This design comes from an exercise in tuning for small area and a short achievable clock period on the open sky130 flow, not from production work.
Function was checked by simulation only, so behaviour that the tests miss may differ from the original.

==> 05-01 <==
## alu_top
module alu_top  
#(parameter N=32)  
    (  
    input logic clk, reset,
    input logic[N-1:0]operand1, operand2,
    input logic[3:0] select,
    output logic[(2*N)-1:0] result
    );
clock: 380.0 ns
lec_check: 0
abc_area: 1
cap_margin: 70
core_margin: 2
core_utilization: 40
slew_margin: 70
run.sh (not shown) runs the stock make flow with config.mk's settings and CLKGATE_MAP_FILE= SYNTH_SCRIPT=/design/flow/synth_recipe.tcl, a recipe that flattens the netlist after the stock synthesis.
==> inputs of 11-13, as changes to 05-01 <==
--- a/flow/design.v
+++ b/flow/design.v
@@ -9,15 +9,15 @@
   wire [31:0] b = operand2;
   wire [3:0] op = operation;
   wire op_add = (op == 4'd0);
   wire op_sub = (op == 4'd1);
   wire op_mul = (op == 4'd2);
   wire op_div = (op == 4'd3) | (op == 4'd4);
   wire op_cmp = (op == 4'd14) | (op == 4'd15);
-  wire inv = op_sub | op_div | op_cmp | (op == 4'd12) | (op == 4'd13);
+  wire inv = op_sub | op_div | op_cmp;
   wire [31:0] bx = b ^ {32{inv}};
   wire [31:0] r0 = a & {32{~op_mul}};
   wire [31:0] bhz;
   assign bhz[0] = 1'b1;
   assign bhz[1] = bhz[0] & ~b[31];
   assign bhz[2] = bhz[1] & ~b[30];
   assign bhz[3] = bhz[2] & ~b[29];
@@ -5210,16 +5210,14 @@
   wire r0_G5031 = r0_g4916 | (r0_t4884 & r0_G5003);
   wire r0_P5032 = r0_t4884 & r0_P5004;
   wire r0_G5033 = r0_g4918 | (r0_t4886 & r0_G4991);
   wire r0_P5034 = r0_t4886 & r0_P4992;
   wire r0_G5035 = r0_g4920 | (r0_t4888 & r0_G5005);
   wire r0_P5036 = r0_t4888 & r0_P5006;
   wire co0 = r0_G4983;
-  wire [31:0] t0 = {r0_t4889, r0_t4888, r0_t4887, r0_t4886, r0_t4885, r0_t4884, r0_t4883, r0_t4882, r0_t4881, r0_t4880, r0_t4879, r0_t4878, r0_t4877, r0_t4876, r0_t4875, r0_t4874, r0_t4873, r0_t4872, r0_t4871, r0_t4870, r0_t4869, r0_t4868, r0_t4867, r0_t4866, r0_t4865, r0_t4864, r0_t4863, r0_t4862, r0_t4861, r0_t4860, r0_t4859, r0_t4858};
-  wire [31:0] g0 = {r0_g4921, r0_g4920, r0_g4919, r0_g4918, r0_g4917, r0_g4916, r0_g4915, r0_g4914, r0_g4913, r0_g4912, r0_g4911, r0_g4910, r0_g4909, r0_g4908, r0_g4907, r0_g4906, r0_g4905, r0_g4904, r0_g4903, r0_g4902, r0_g4901, r0_g4900, r0_g4899, r0_g4898, r0_g4897, r0_g4896, r0_g4895, r0_g4894, r0_g4893, r0_g4892, r0_g4891, r0_g4890};
   wire sel0 = (co0 & dz[0]) | ma[0] | op_add | op_sub;
   assign q[0] = sel0;
   assign mc[0] = co0 & ma[0];
   wire E0_5037 = E1_4814 ^ (sel0 & co0);
   wire Ec0_5038 = E1_4814 & co0;
   wire E0_5039 = E1_4816 ^ (sel0 & Ec0_5038);
   wire Ec0_5040 = E1_4816 & Ec0_5038;
@@ -5338,28 +5336,27 @@
   wire Ux5152 = E0_5049 & UP5151;
   wire U5153 = ua_s1628 ^ Ux5152;
   wire UP5154 = UP5151 & ua_s1628;
   wire Ux5155 = E0_5049 & UP5154;
   wire U5156 = ua_s1629 ^ Ux5155;
   wire UP5157 = UP5154 & ua_s1629;
   wire [31:0] uhi = {U5156, U5153, U5150, U5147, U5144, U5141, U5138, U5135, U5132, U5129, U5126, U5123, U5120, U5117, U5114, U5111, U5108, U5105, U5102, U5099, U5096, U5093, U5090, U5087, U5084, U5082, E0_5047, E0_5045, E0_5043, E0_5041, E0_5039, E0_5037};
-  wire [31:0] xr = t0 & ~g0;
-  wire eq = &xr;
+  wire eq = (a == b);
   wire lt = ~co0;
   wire gt = co0 & ~eq;
   always_comb begin
     case (op)
       4'd0:  alu_out = {31'b0, co0, rf};
       4'd1:  alu_out = {{32{~co0}}, rf};
       4'd2:  alu_out = {uhi, rf};
       4'd3:  alu_out = {32'b0, rf};
       4'd4:  alu_out = {32'b0, q};
-      4'd5:  alu_out = {32'b0, g0};
-      4'd6:  alu_out = {32'b0, t0};
-      4'd7:  alu_out = {32'b0, xr};
+      4'd5:  alu_out = {32'b0, a & b};
+      4'd6:  alu_out = {32'b0, a | b};
+      4'd7:  alu_out = {32'b0, a ^ b};
       4'd8:  alu_out = {63'b0, (|a) & (|b)};
       4'd9:  alu_out = {63'b0, (|a) | (|b)};
       4'd10: alu_out = {31'b0, a, 1'b0};
       4'd11: alu_out = {33'b0, a[31:1]};
       4'd12: alu_out = {63'b0, eq};
       4'd13: alu_out = {63'b0, ~eq};
       4'd14: alu_out = {63'b0, lt};
Settings changed: CAP_MARGIN 70 to 20, SLEW_MARGIN 70 to 20.
==> inputs of 10-07, as changes to 05-01 <==
--- a/flow/design.v
+++ b/flow/design.v
@@ -9,15 +9,15 @@
   wire [31:0] b = operand2;
   wire [3:0] op = operation;
   wire op_add = (op == 4'd0);
   wire op_sub = (op == 4'd1);
   wire op_mul = (op == 4'd2);
   wire op_div = (op == 4'd3) | (op == 4'd4);
   wire op_cmp = (op == 4'd14) | (op == 4'd15);
-  wire inv = op_sub | op_div | op_cmp | (op == 4'd12) | (op == 4'd13);
+  wire inv = op_sub | op_div | op_cmp;
   wire [31:0] bx = b ^ {32{inv}};
   wire [31:0] r0 = a & {32{~op_mul}};
   wire [31:0] bhz;
   assign bhz[0] = 1'b1;
   assign bhz[1] = bhz[0] & ~b[31];
   assign bhz[2] = bhz[1] & ~b[30];
   assign bhz[3] = bhz[2] & ~b[29];
@@ -5210,16 +5210,14 @@
   wire r0_G5031 = r0_g4916 | (r0_t4884 & r0_G5003);
   wire r0_P5032 = r0_t4884 & r0_P5004;
   wire r0_G5033 = r0_g4918 | (r0_t4886 & r0_G4991);
   wire r0_P5034 = r0_t4886 & r0_P4992;
   wire r0_G5035 = r0_g4920 | (r0_t4888 & r0_G5005);
   wire r0_P5036 = r0_t4888 & r0_P5006;
   wire co0 = r0_G4983;
-  wire [31:0] t0 = {r0_t4889, r0_t4888, r0_t4887, r0_t4886, r0_t4885, r0_t4884, r0_t4883, r0_t4882, r0_t4881, r0_t4880, r0_t4879, r0_t4878, r0_t4877, r0_t4876, r0_t4875, r0_t4874, r0_t4873, r0_t4872, r0_t4871, r0_t4870, r0_t4869, r0_t4868, r0_t4867, r0_t4866, r0_t4865, r0_t4864, r0_t4863, r0_t4862, r0_t4861, r0_t4860, r0_t4859, r0_t4858};
-  wire [31:0] g0 = {r0_g4921, r0_g4920, r0_g4919, r0_g4918, r0_g4917, r0_g4916, r0_g4915, r0_g4914, r0_g4913, r0_g4912, r0_g4911, r0_g4910, r0_g4909, r0_g4908, r0_g4907, r0_g4906, r0_g4905, r0_g4904, r0_g4903, r0_g4902, r0_g4901, r0_g4900, r0_g4899, r0_g4898, r0_g4897, r0_g4896, r0_g4895, r0_g4894, r0_g4893, r0_g4892, r0_g4891, r0_g4890};
   wire sel0 = (co0 & dz[0]) | ma[0] | op_add | op_sub;
   assign q[0] = sel0;
   assign mc[0] = co0 & ma[0];
   wire E0_5037 = E1_4814 ^ (sel0 & co0);
   wire Ec0_5038 = E1_4814 & co0;
   wire E0_5039 = E1_4816 ^ (sel0 & Ec0_5038);
   wire Ec0_5040 = E1_4816 & Ec0_5038;
@@ -5338,28 +5336,27 @@
   wire Ux5152 = E0_5049 & UP5151;
   wire U5153 = ua_s1628 ^ Ux5152;
   wire UP5154 = UP5151 & ua_s1628;
   wire Ux5155 = E0_5049 & UP5154;
   wire U5156 = ua_s1629 ^ Ux5155;
   wire UP5157 = UP5154 & ua_s1629;
   wire [31:0] uhi = {U5156, U5153, U5150, U5147, U5144, U5141, U5138, U5135, U5132, U5129, U5126, U5123, U5120, U5117, U5114, U5111, U5108, U5105, U5102, U5099, U5096, U5093, U5090, U5087, U5084, U5082, E0_5047, E0_5045, E0_5043, E0_5041, E0_5039, E0_5037};
-  wire [31:0] xr = t0 & ~g0;
-  wire eq = &xr;
+  wire eq = (a == b);
   wire lt = ~co0;
   wire gt = co0 & ~eq;
   always_comb begin
     case (op)
       4'd0:  alu_out = {31'b0, co0, rf};
       4'd1:  alu_out = {{32{~co0}}, rf};
       4'd2:  alu_out = {uhi, rf};
       4'd3:  alu_out = {32'b0, rf};
       4'd4:  alu_out = {32'b0, q};
-      4'd5:  alu_out = {32'b0, g0};
-      4'd6:  alu_out = {32'b0, t0};
-      4'd7:  alu_out = {32'b0, xr};
+      4'd5:  alu_out = {32'b0, a & b};
+      4'd6:  alu_out = {32'b0, a | b};
+      4'd7:  alu_out = {32'b0, a ^ b};
       4'd8:  alu_out = {63'b0, (|a) & (|b)};
       4'd9:  alu_out = {63'b0, (|a) | (|b)};
       4'd10: alu_out = {31'b0, a, 1'b0};
       4'd11: alu_out = {33'b0, a[31:1]};
       4'd12: alu_out = {63'b0, eq};
       4'd13: alu_out = {63'b0, ~eq};
       4'd14: alu_out = {63'b0, lt};
==> flow_metrics.env <==
export IMPL_avgSynthCellArea_um2=6.08
export IMPL_seqPwrFrac=0.045
export IMPL_gr_usage_all_layers=0.314
export IMPL_synth_area_um2=56800
export IMPL_clock_area_frac=0.00509
export IMPL_peakVddDrop_v=0.00000183
export IMPL_fin_crit_ps=123210
export IMPL_nFillCells=15400
export IMPL_synth_area_top_cells="nand2_1 (18%), fa_1 (16%), inv_1 (9.6%)"
export IMPL_gp_congestion=1.01
export IMPL_status="timing/DRC/antenna clean"
export IMPL_setup_slack_ps=256790
[end of results for 10-07]
==> flow_metrics.env <==
export IMPL_synth_area_top_cells="nand2_1 (18%), fa_1 (16%), inv_1 (9.6%)"
export IMPL_clock_area_frac=0.00589
export IMPL_status="timing/DRC/antenna clean"
export IMPL_avgSynthCellArea_um2=6.08
export IMPL_viasPerCell=5.33
export IMPL_gr_usage_all_layers=0.313
export IMPL_seqPwrFrac=0.045
export IMPL_synth_cell_type_count=81
export IMPL_synth_area_um2=56800
export IMPL_setup_slack_ps=253650
[end of results for 11-13]
==> flow_metrics.env <==
export IMPL_nFillCells=14800
export IMPL_gp_congestion=1.03
export IMPL_status="timing/DRC/antenna clean"
export IMPL_gr_usage_all_layers=0.324
export IMPL_synth_area_top_cells="nand2_1 (19%), fa_1 (17%), inv_1 (10%)"
export IMPL_fin_crit_ps=125150
export IMPL_seqPwrFrac=0.041
export IMPL_synth_area_um2=55600
[end of results for 05-01]

==> static timing again, ports no longer ideal <==
In the flow no input, the clock included, has a driving cell. The finished layouts below were timed again as built, in two steps. Step 1: set_driving_cell puts a clkbuf_16 on clk and a buf_2 on each other input, an assumption about the parent block. Step 2 moves the port delays by t, midway between the first and last clock arrival at a register: inputs arrive t later, outputs are due t later. That takes back most of the time a late clock gives input paths. a / b / c = ideal ports / drivers / drivers and shift; a / b = the first two.
run	shift t [ns]	setup slack, ns	hold WS [ns]	worst register clock-pin slew, ns
05-01	0.419	254.850 / 254.871 / 254.451	75.953 / 75.924 / 76.344	0.06 / 0.06
11-13	0.461	253.654 / 253.698 / 253.237	75.903 / 75.859 / 76.319	0.09 / 0.09
10-07	0.473	256.791 / 256.807 / 256.334	75.861 / 75.816 / 76.289	0.10 / 0.10
After both steps setup and hold are still met in every run listed. For 10-07, which loses most, drivers alone change the setup slack by +0.016 ns; drivers and shift together by -0.457 ns.
